What follows belongs to an exercise in optimizing a design on an open flow for small area; a production flow would make more cautious choices. Function was checked by simulation only, so behaviour that the tests miss may differ from the original. Power and IR drop assume default switching activity.

==> flow/flow/run.sh <==
#!/bin/bash
# Standard layout, with the smallest buffer on the ports and a lighter clock tree.
set -euo pipefail
CTS="-sink_clustering_enable -repair_clock_nets -dont_use_dummy_load"
CTS="$CTS -buf_list sky130_fd_sc_hd__clkbuf_4 -root_buf sky130_fd_sc_hd__clkbuf_4"
CTS="$CTS -sink_clustering_size 30 -sink_clustering_max_diameter 80"
bash standard.sh \
  "BUFFER_PORTS_ARGS=-buffer_cell sky130_fd_sc_hd__buf_1" \
  "CTS_ARGS=$CTS" \
  finish > standard.log 2>&1
==> flow/standard.sh <==
#!/bin/bash
# synth_recipe.tcl (not shown) runs the flow's synth.tcl, then flattens the netlist and writes it again
# the make line also repeats each setting of config.mk as NAME=value (left out here)
make -C /OpenROAD-flow-scripts/flow DESIGN_CONFIG=/design/flow/config.mk WORK_HOME=/design/flow/orfs CLKGATE_MAP_FILE= SYNTH_SCRIPT=/design/flow/synth_recipe.tcl "${@:-finish}"
==> flow/config.mk <==
export PLATFORM = sky130hd
export DESIGN_NAME = LAB4_legacy_4014
export DESIGN_NICKNAME = LAB4_legacy_4014
export VERILOG_FILES = /design/flow/design.v
export SDC_FILE = /design/flow/constraint.sdc
export NUM_CORES = 4
export LEC_CHECK = 0
export CAP_MARGIN = 20
export CORE_MARGIN = 2
export CORE_UTILIZATION = 40
export SLEW_MARGIN = 20
==> flow/constraint.sdc <==
create_clock -name core_clock -period 10.0 [get_ports {clk}]
set_input_delay 2.0000 -clock core_clock [delete_from_list [all_inputs] [get_ports {clk}]]
set_output_delay 2.0000 -clock core_clock [all_outputs]
set_load 0.01 [all_outputs]
==> flow/design.v <==
module LAB4_legacy_4014 ( clk, reset, bit4_player2, bit4_password, bit4_setDigit_units, bit4_setDigit_tens, pushButton_RNG, pushButton_player2, pushButton_password,
		        seg7_CPU, seg7_player2, seg7_sum,seg7_units, seg7_tens, hexFdetection_led_red, hexFdetection_led_green, accessControl_led_red, accessControl_led_green);
input clk, reset;
input pushButton_RNG, pushButton_player2, pushButton_password;
input [3:0] bit4_player2, bit4_password;
input [3:0] bit4_setDigit_tens, bit4_setDigit_units;
output hexFdetection_led_red, hexFdetection_led_green, accessControl_led_red, accessControl_led_green;
output [6:0] seg7_CPU, seg7_player2, seg7_sum, seg7_units, seg7_tens;
reg pw_p, pw_q, p2_p, p2_q;
always @(posedge clk) begin
	pw_p <= reset & ~pw_q & ~pushButton_password;
	pw_q <= reset & (~pushButton_password | pw_p);
	p2_p <= reset & ~p2_q & ~pushButton_player2;
	p2_q <= reset & (~pushButton_player2 | p2_p);
end
wire pw = pw_p;
localparam S1 = 4'd0, S2 = 4'd1, S3 = 4'd2, S4 = 4'd3, S5 = 4'd4, S6 = 4'd5, S7 = 4'd6, S8 = 4'd7,
           S9 = 4'd8, S10 = 4'd9, S11 = 4'd10, S12 = 4'd11, PA = 4'd12, PA2 = 4'd13, PA3 = 4'd14;
reg [3:0] st;
reg bad, green, en_g, en_i, reconfig, wd, ld2, incr;
wire timeout, t10i;
wire in_s10 = (st == S10);
wire wrong = (st == S1 && bit4_password != 4'd4) || (st == S2 && bit4_password != 4'd0) ||
             (st == S3 && bit4_password != 4'd1) || (st == S4 && bit4_password != 4'd4);
always @(posedge clk) begin
	if (reset == 0) begin
		st <= S1;
		bad <= 0; green <= 0; en_g <= 0; en_i <= 0; reconfig <= 0; wd <= 0; ld2 <= 0; incr <= 0;
	end else begin
		incr <= in_s10 & ~pushButton_RNG;
		ld2 <= in_s10 & p2_p;
		en_g <= in_s10;
		wd <= (st == PA) & (t10i | wd);
		reconfig <= ((st == S8) & pw) | ((st == PA2) & t10i);
		if (st == S1) green <= 0;
		else if (st == S7) green <= 1;
		if (st == S6) bad <= 0;
		else if (pw & wrong) bad <= 1;
		case (st)
			S1, S8: en_i <= 0;
			S10: en_i <= ~timeout & pw;
			PA: en_i <= en_i & ~t10i & ~pw;
			PA2: en_i <= t10i | ~pw;
			default: ;
		endcase
		case (st)
			S1: if (pw) st <= S2;
			S2: if (pw) st <= S3;
			S3: if (pw) st <= S4;
			S4: if (pw) st <= S5;
			S5: st <= bad ? S6 : S7;
			S6: st <= S1;
			S7: st <= S8;
			S8: if (pw) st <= S9;
			S9: if (pw) st <= S10;
			S10: if (timeout) st <= S11; else if (pw) st <= PA;
			PA: if (wd & pw) st <= S10; else if (~t10i & pw) st <= PA2;
			PA2: if (t10i) st <= S8; else if (pw) st <= PA3;
			PA3: st <= S1;
			S11: if (pw) st <= S12;
			S12: if (pw) st <= S8;
			default: st <= S1;
		endcase
	end
end
assign accessControl_led_green = green;
assign accessControl_led_red = ~green;
localparam K1 = 99, K2 = 100, K3 = 10;
reg [6:0] c1;
reg t1g, t1i;
always @(posedge clk) begin
	if (en_g & en_i) c1 <= 7'd1;
	else if ((en_g | en_i) & (c1 != K1)) c1 <= c1 + 7'd1;
	else c1 <= 7'd0;
	t1g <= reset & en_g & (c1 == K1);
	t1i <= reset & en_i & ~en_g & (c1 == K1);
end
reg [6:0] c100g, c100i;
reg [3:0] c10g, c10i;
reg t100g, t100i, t10g, t10i_r;
always @(posedge clk) begin
	if (reset == 0) begin
		c100g <= 0; c100i <= 0; c10g <= 0; c10i <= 0;
		t100g <= 0; t100i <= 0; t10g <= 0; t10i_r <= 0;
	end else begin
		t100g <= t1g & (c100g == K2);
		if (t1g) c100g <= (c100g == K2) ? 7'd0 : c100g + 7'd1;
		t100i <= t1i & (c100i == K2);
		if (t1i) c100i <= (c100i == K2) ? 7'd0 : c100i + 7'd1;
		t10g <= t100g & (c10g == K3);
		if (t100g) c10g <= (c10g == K3) ? 4'd0 : c10g + 4'd1;
		t10i_r <= t100i & (c10i == K3);
		if (t100i) c10i <= (c10i == K3) ? 4'd0 : c10i + 4'd1;
	end
end
assign t10i = t10i_r;
wire decrement = t10g;
reg [3:0] du, dt;
reg dnb_u, dnb_t, borrow;
always @(posedge clk) begin
	if (reset == 0) begin
		du <= 0; dt <= 0; dnb_u <= 1; dnb_t <= 1; borrow <= 0;
	end else if (reconfig) begin
		dnb_u <= (bit4_setDigit_units == 0);
		if (bit4_setDigit_units > 9) du <= 4'd9;
		else if (bit4_setDigit_units != 0) du <= bit4_setDigit_units;
		dnb_t <= (bit4_setDigit_tens == 0);
		if (bit4_setDigit_tens > 9) dt <= 4'd9;
		else if (bit4_setDigit_tens != 0) dt <= bit4_setDigit_tens;
	end else begin
		borrow <= 0;
		if (decrement) begin
			if (du == 0) begin
				if (dnb_t) dnb_u <= 1;
				else begin borrow <= 1; du <= 4'd9; end
			end else begin
				du <= du - 4'd1;
				if (du == 1 && dnb_t) dnb_u <= 1;
			end
		end
		if (borrow) begin
			if (dt == 0) dnb_t <= 1;
			else begin
				dt <= dt - 4'd1;
				if (dt == 1) dnb_t <= 1;
			end
		end
	end
end
assign timeout = dnb_u;
reg [3:0] cpu, p2;
always @(posedge clk) begin
	if (reset == 0) begin
		cpu <= 0; p2 <= 0;
	end else begin
		if (incr | (cpu == 4'd15)) cpu <= cpu + 4'd1;
		if (ld2) p2 <= bit4_player2;
	end
end
wire [3:0] sum = cpu + p2;
assign hexFdetection_led_green = (sum == 4'hf);
assign hexFdetection_led_red = ~hexFdetection_led_green;
localparam [15:0] G0 = 16'b0010100000010010, G1 = 16'b1101100001100010, G2 = 16'b1101000000000110, G3 = 16'b1000010010010010, G4 = 16'b0000001010111000, G5 = 16'b0010000010001100, G6 = 16'b0001000010000011;
localparam [15:0] D0 = 16'b0000000000010010, D1 = 16'b0000000001100010, D2 = 16'b0000000000000110, D3 = 16'b0000000010010010, D4 = 16'b1010101010111000, D5 = 16'b0000000010001100, D6 = 16'b0000000010000011;
function [6:0] seg;
	input [3:0] d;
	seg = {G6[d], G5[d], G4[d], G3[d], G2[d], G1[d], G0[d]};
endfunction
function [6:0] segd;
	input [3:0] d;
	segd = {D6[d], D5[d], D4[d], D3[d], D2[d], D1[d], D0[d]};
endfunction
assign seg7_CPU = seg(cpu);
assign seg7_player2 = seg(p2);
assign seg7_sum = seg(sum);
assign seg7_tens = segd(dt);
assign seg7_units = segd(du);
endmodule
==> results of run 1 <==
[worst paths after layout]
kind | startpoint | end | slack (ns) | cells after the start
worst max-delay path | cpu[0] | seg7_sum[2] | 5.39 | 7
worst min-delay path | pw_q | pw_p | 0.40 | 1
worst max register to register | du[1] | du[1] | 8.12 | 7
worst min register to register | pw_q | pw_p | 0.40 | 1
[worst max-delay path, cell delays in order, from the launching register on]
cell     delay (ns)
dfxtp_1        0.39
ha_1           0.26
fa_1           0.59
inv_1          0.10
ha_1           0.25
or3_1          0.41
o21ai_2        0.06
buf_1          0.16
[power groups by stage]
stage / combinational, W / sequential (W) / clock (W)
after global routing: 0.0000469 / 0.000297 / 0.000143
after global placement: 0.0000407 / 0.000301 / 0
after detailed placement: 0.0000414 / 0.000302 / 0
after CTS: 0.0000415 / 0.000295 / 0.000133
final: 0.0000413 / 0.000295 / 0.000126
after floorplan: 0.0000428 / 0.000291 / 0
[flip-flops by register name, summed over array words and instances (netlist names), 4 cells and up]
| register | flops |
|---|---|
| dt | 4 |
| c100g | 7 |
| p2 | 4 |
| c10i | 4 |
| c10g | 4 |
| st | 4 |
| c100i | 7 |
| cpu | 4 |
| du | 4 |
| c1 | 7 |
[stage by stage]
| step | instance area, sq um | instances | power (W) | util, % | setup slack (ns) |
|---|---|---|---|---|---|
| after floorplan | 4450 | 553 | 0.000334 | - | 6.06 |
| after global placement | 4700 | 724 | 0.000342 | 43.3 | 5.87 |
| after detailed placement | 4700 | 724 | 0.000343 | 43.3 | 5.79 |
| after CTS | 4760 | 733 | 0.000470 | 44.0 | 5.35 |
| after global routing | 4760 | 733 | 0.000487 | 44.0 | 5.21 |
| final | 4760 | 733 | 0.000462 | 44.0 | 5.39 |
[cells by family (layout without fill, tap and decap cells)]
kind of cell | count (synthesis) | after routing
flops | 70 | 70
buf+inv | 61 | 101
simple gates | 204 | 204
mux | 21 | 21
xor+xnor | 22 | 22
compound gates | 145 | 145
fa+ha+maj | 30 | 30
[routing by layer]
metal  up-vias  track usage (%)  routed length (um)
met5         -                0                   0
met1      1808             20.3                4480
met3         9             2.55                 399
li1       2020                -                   -
met2        75             25.2                4120
met4         0             5.33                  69
[final cells by class]
type,instances,area share (%)
clock buffers,9,1.42
inverters,33,2.60
repair buffers,59,4.65
well taps,140,3.68
flip-flops and latches,70,29.4
multi-input cells,422,58.2
[cells in the final DEF, fill, tap and decap left out, drive strengths merged, types with 2 or more instances in the layout]
master	count
and3	5
nand2	52
and2	3
o22ai	4
o21ai	47
nand2b	9
or2	2
a21o	5
nor3	11
inv	33
mux4	3
nand3	12
or3	6
nor4	5
mux2	2
o211ai	4
o21a	4
o31ai	8
a311oi	2
dfxtp	70
nor4b	3
a211oi	3
a31oi	7
nand3b	2
o311ai	2
nor3b	5
mux2i	16
xnor2	10
a32oi	2
buf	59
nor2b	10
a22o	6
a21oi	40
ha	28
nand4	9
clkbuf	9
xor2	12
nor2	68
==> results.cfg, run 1 <==
[clock_network]
cts_buffers = 9
clk_latency_ns = 0.40
postCtsSetupBuffers = 0
clkTransAtPathRegs_ns = 0.09
cts_resized = 0
cts_tree = yes
cts_max_path_buffers = 2
holdBufCountCts = 0
htreeDepth = 3
cts_root_buffer = clkbuf_4
cts_sinks = 70

[logic_synthesis]
async_reset_ff_share_pct = 0
yosys.area_share.simple_pct = 22.2
netlist_instances = 553
synth_seq_cells = 70
muxShareOfSynthArea_pct = 5.62
synth.area.top_cells = dfxtp_1 (31%), ha_1 (7.9%), nor2_1 (5.7%)
ys_seq_area_share_pct = 31.5
synthAdderAreaFrac_pct = 8.55
yosysMostFrequentCell = dfxtp_1
avgSynthCellArea_sq_um = 8.05
synth_commonest_cells = dfxtp_1 (70), nor2_1 (67), nand2_1 (52), a21oi_1 (39), o21ai_0 (39)
yosysTopAreaCell = dfxtp_1
synth_xor_area_share_pct = 4.67
yosysWarnings = 1
ys_types = 69
synth_edf_count = 0
syn_area_sq_um = 4450
syn-num-nets = 603
synth_top_area_share_pct = 31.5
synthFlopType = dfxtp_1
synth_top_family_by_area = simple AND/OR/NAND/NOR gates
synth-compound-area-share_pct = 21.3

[global_routing]
grt_first_pass_wirelength_um = 15100
antenna_found_initial = 0
grt_max_degree = 42
grt_pass1_vias = 3476
grt_usage_pct = 15.3
grt-ovfl-total = 0

[finish]
syn2layout_area_growth_pct = 7.09
regArea_sq_um = 1400
layout-drive-gt1-share_pct = 5.56
nFillCells = 1131
multi_input_area_sq_um = 2780
nets = 645
antenna_cells = 0

[pwr]
p_seq_share_pct = 63.8
power.density_nw_per_um2 = 97.1
p_switching_w = 0.000120
power.share.switching_pct = 25.9
cellInternalPower_w = 0.000343
total_leakage_power_nw = 1.66
ir_drop_uv = 40.3
combPwrFrac_pct = 8.9
power_frac_clock_pct = 27.3

[detailed_routing]
drtAntennaViolNets = 0
routedWlPerCell_um = 12.4
viasPerCell = 5.34
vias = 3912
post-route-drc-count = 0
drt_iter0_drc = 251
firstDrtPassIters = 7
wirelength_um = 9070

[timing]
setup_violations = 0
maxSlewHeadroom_pct = 46.5
tns_ns = 0
min_period_over_period_pct = 46.1
grt_setup_unrepaired = no
slew_viol_final = 0
timing.clock.skew_ns = 0.0333
final_hold_viol_count = 0
max_freq_ghz = 0.217
tightest_slew_ns = 0.801
period_needed_ns = 4.61
whs_ns = 0.396

[worst_setup_path]
cp-start-kind = flip-flop
criticalPathCategory = reg2out
arrival_ns = 2.61
cp_max_fo = 8
critPathRequiredTime_ns = 8.00
worst_setup_path_end_kind = primary output

[floorplanning]
dieHeight_um = 109
die_x_um = 109
io_pins = 60
fp.dieArea_sq_um = 12000
initial_utilization_pct = 41.0
core_sq_um = 10800
rows = 38

[placed_design]
globalplace.congestion = 0.880
io_buffer_count = 59
dpl.hpwl_um = 6430

[worst_hold_path]
hold_class = reg2reg

[outcome]
outcome = timing/DRC/antenna clean

[run]
cap_violations = 0
==> run 2, diff against run 1 <==
==> flow/run.sh (new file) <==
#!/bin/bash
# synth_recipe.tcl (not shown) runs the flow's synth.tcl, then flattens the netlist and writes it again
# the make line also repeats each setting of config.mk as NAME=value (left out here)
make -C /OpenROAD-flow-scripts/flow DESIGN_CONFIG=/design/flow/config.mk WORK_HOME=/design/flow/orfs CLKGATE_MAP_FILE= SYNTH_SCRIPT=/design/flow/synth_recipe.tcl finish
removed: flow/flow/run.sh
removed: flow/standard.sh
==> results.cfg, run 2 <==
[floorplanning]
fp.dieArea_sq_um = 12000
core_sq_um = 10800
die_x_um = 109
initial_utilization_pct = 41.0
dieHeight_um = 109
rows = 38
io_pins = 60

[logic_synthesis]
synth_top_area_share_pct = 31.5
ys_seq_area_share_pct = 31.5
synth_seq_cells = 70
synth_commonest_cells = dfxtp_1 (70), nor2_1 (67), nand2_1 (52), a21oi_1 (39), o21ai_0 (39)
yosysMostFrequentCell = dfxtp_1
synthFlopType = dfxtp_1
syn-num-nets = 603
yosysWarnings = 1
syn_area_sq_um = 4450
async_reset_ff_share_pct = 0
yosysTopAreaCell = dfxtp_1
avgSynthCellArea_sq_um = 8.05
netlist_instances = 553
synth_edf_count = 0
ys_types = 69
synth.area.top_cells = dfxtp_1 (31%), ha_1 (7.9%), nor2_1 (5.7%)

[pwr]
combPwrFrac_pct = 7.8
power.share.switching_pct = 23.7
ir_drop_uv = 83.4
power_frac_clock_pct = 43.2
total_leakage_power_nw = 1.88
p_seq_share_pct = 49.0
p_switching_w = 0.000143
power.density_nw_per_um2 = 114
cellInternalPower_w = 0.000460

[worst_setup_path]
worst_setup_path_end_kind = primary output
ff2ff_path_depth = 5
criticalPathCategory = reg2out
rr_endpoint = st[0]
arrival_ns = 2.94
cp-start-kind = flip-flop
reg2reg_slack_ns = 8.11
critPathRequiredTime_ns = 8.00
cp_max_fo = 9
reg2reg_from = st[2]

[detailed_routing]
firstDrtPassIters = 4
wirelength_um = 9330
drtAntennaViolNets = 0
vias = 3947
drt_iter0_drc = 171
post-route-drc-count = 0
viasPerCell = 5.33
routedWlPerCell_um = 12.6

[timing]
max_freq_ghz = 0.203
slew_viol_final = 0
maxSlewHeadroom_pct = 47.1
grt_setup_unrepaired = no
setup_ws_ns = 5.06
whs_ns = 0.390
tns_ns = 0
min_period_over_period_pct = 49.4
timing.clock.skew_ns = 0.00892
period_needed_ns = 4.94
setup_violations = 0
final_hold_viol_count = 0
tightest_slew_ns = 0.793

[finish]
nFillCells = 1073
antenna_cells = 0
layout-drive-gt1-share_pct = 6.67
nets = 645
syn2layout_area_growth_pct = 19.1
layout_commonest_cell = dfxtp_1
final_cell_mix = dfxtp_1 (70), nor2_1 (67), clkdlybuf4s50_1 (59)
top_regs = c100g (7), c100i (7), c1 (7)

[placed_design]
globalplace.congestion = 0.870
dpl.hpwl_um = 6740
io_buffer_count = 59
pre_cts_slack_ns = 5.42

[clock_network]
clkTransAtPathRegs_ns = 0.07
cts_root_buffer = clkbuf_8
cts_tree = yes
cts_sinks = 70
clk_latency_ns = 0.35
cts_resized = 0
postCtsSetupBuffers = 0
cts_max_path_buffers = 2
holdBufCountCts = 0
cts_buffers = 9
htreeDepth = 3

[global_routing]
antenna_found_initial = 0
grt_max_degree = 42
grt_first_pass_wirelength_um = 15500
grt-ovfl-total = 0
grt_usage_pct = 16.0
grt_pass1_vias = 3528

[worst_hold_path]
hold_path_depth = 1
worstHoldEndpoint = pw_p
hp-start = pw_q
hold_class = reg2reg

[outcome]
outcome = timing/DRC/antenna clean

[run]
cap_violations = 0
[run 2: cell counts after synthesis]
Identical to the previous run, type by type.
[run 2: worst max path at each step]
stage | from | slack, ns | to | cells past startpoint
2_1_floorplan | cpu[0] | 6.06 | seg7_sum[3] | 4
3_3_place_gp | cpu[0] | 5.49 | seg7_sum[2] | 7
3_5_place_dp | cpu[0] | 5.42 | seg7_sum[2] | 7
4_1_cts | cpu[0] | 5.04 | seg7_sum[2] | 7
5_1_grt | cpu[0] | 4.89 | seg7_sum[2] | 7
6_report | cpu[0] | 5.06 | seg7_sum[1] | 7
[run 2: metrics by stage]
| step | cell area, sq um | util (%) | std cells | total power (W) |
|---|---|---|---|---|
| global route | 5300 | 48.9 | 740 | 0.000629 |
| finish | 5300 | 48.9 | 740 | 0.000603 |
| detailed placement | 5070 | 46.7 | 724 | 0.000349 |
| global placement | 5070 | 46.7 | 724 | 0.000348 |
| CTS | 5300 | 48.9 | 740 | 0.000609 |
| floorplan | 4450 | - | 553 | 0.000334 |
[run 2: power groups by stage]
stage                     Clock, W  Combinational, W  Sequential, W
after floorplan                  0         0.0000428       0.000291
after global placement           0         0.0000466       0.000301
after detailed placement         0         0.0000470       0.000302
after CTS                 0.000267         0.0000472       0.000295
after global routing      0.000279         0.0000525       0.000297
final                     0.000261         0.0000468       0.000295
[run 2: worst max-delay path, cell delays in order, from the launching register on]
cell             delay, ns
dfxtp_1               0.38
ha_1                  0.25
fa_1                  0.42
xnor2_1               0.55
nand2_1               0.15
o211ai_1              0.14
o21a_1                0.16
clkdlybuf4s50_1       0.53
[run 2: kinds of logic after synthesis]
kind of cell	after synthesis	synth area share, %
compound gates	145	21.3
simple gates	204	22.2
fa+ha+maj	30	8.55
buf+inv	61	6.13
flops	70	31.5
xor+xnor	22	4.67
mux	21	5.62
[run 2: area by class of cell]
type	instances	area, sq um	share of cell area (%)
clock inverters	5	81.3	1.53
clock buffers	11	151	2.86
inverters	33	124	2.34
repair buffers	59	591	11.1
flip-flops and latches	70	1400	26.4
well taps	140	175	3.31
multi-input cells	422	2780	52.4
[run 2: routing by layer]
metal | global-route usage [%] | routed length (um) | vias up
met3 | 3.20 | 459 | 11
met2 | 25.9 | 4220 | 76
met4 | 6.69 | 136 | 0
li1 | - | - | 2033
met5 | 0 | 0 | -
met1 | 20.7 | 4510 | 1827

separate check: timing with driven ports:
How much do the figures lean on ideal ports? The routed layouts below were timed once more, with nothing changed but the port constraints.
Step 1: set_driving_cell puts a clkbuf_16 on clk and a buf_2 on each other input, an assumption about the parent block.
Step 2 moves the port delays by t, midway between the first and last clock arrival at a register: inputs arrive t later, outputs are due t later. That takes back most of the time a late clock gives input paths.
a / b / c = ideal ports / drivers / drivers and shift; a / b = the first two.
run | shift t [ns] | slack for setup (ns) | latest minus earliest clock arrival (ns) | slew at the worst register clock pin (ns) | worst data-port slew with drivers (ns)
run 1 | 0.411 | 5.393 / 5.365 / 5.777 | 0.033 / 0.033 | 0.11 / 0.11 | 0.04
run 2 | 0.381 | 5.065 / 5.032 / 5.412 | 0.011 / 0.011 | 0.08 / 0.08 | 0.04
After both steps every run listed still meets setup and hold.
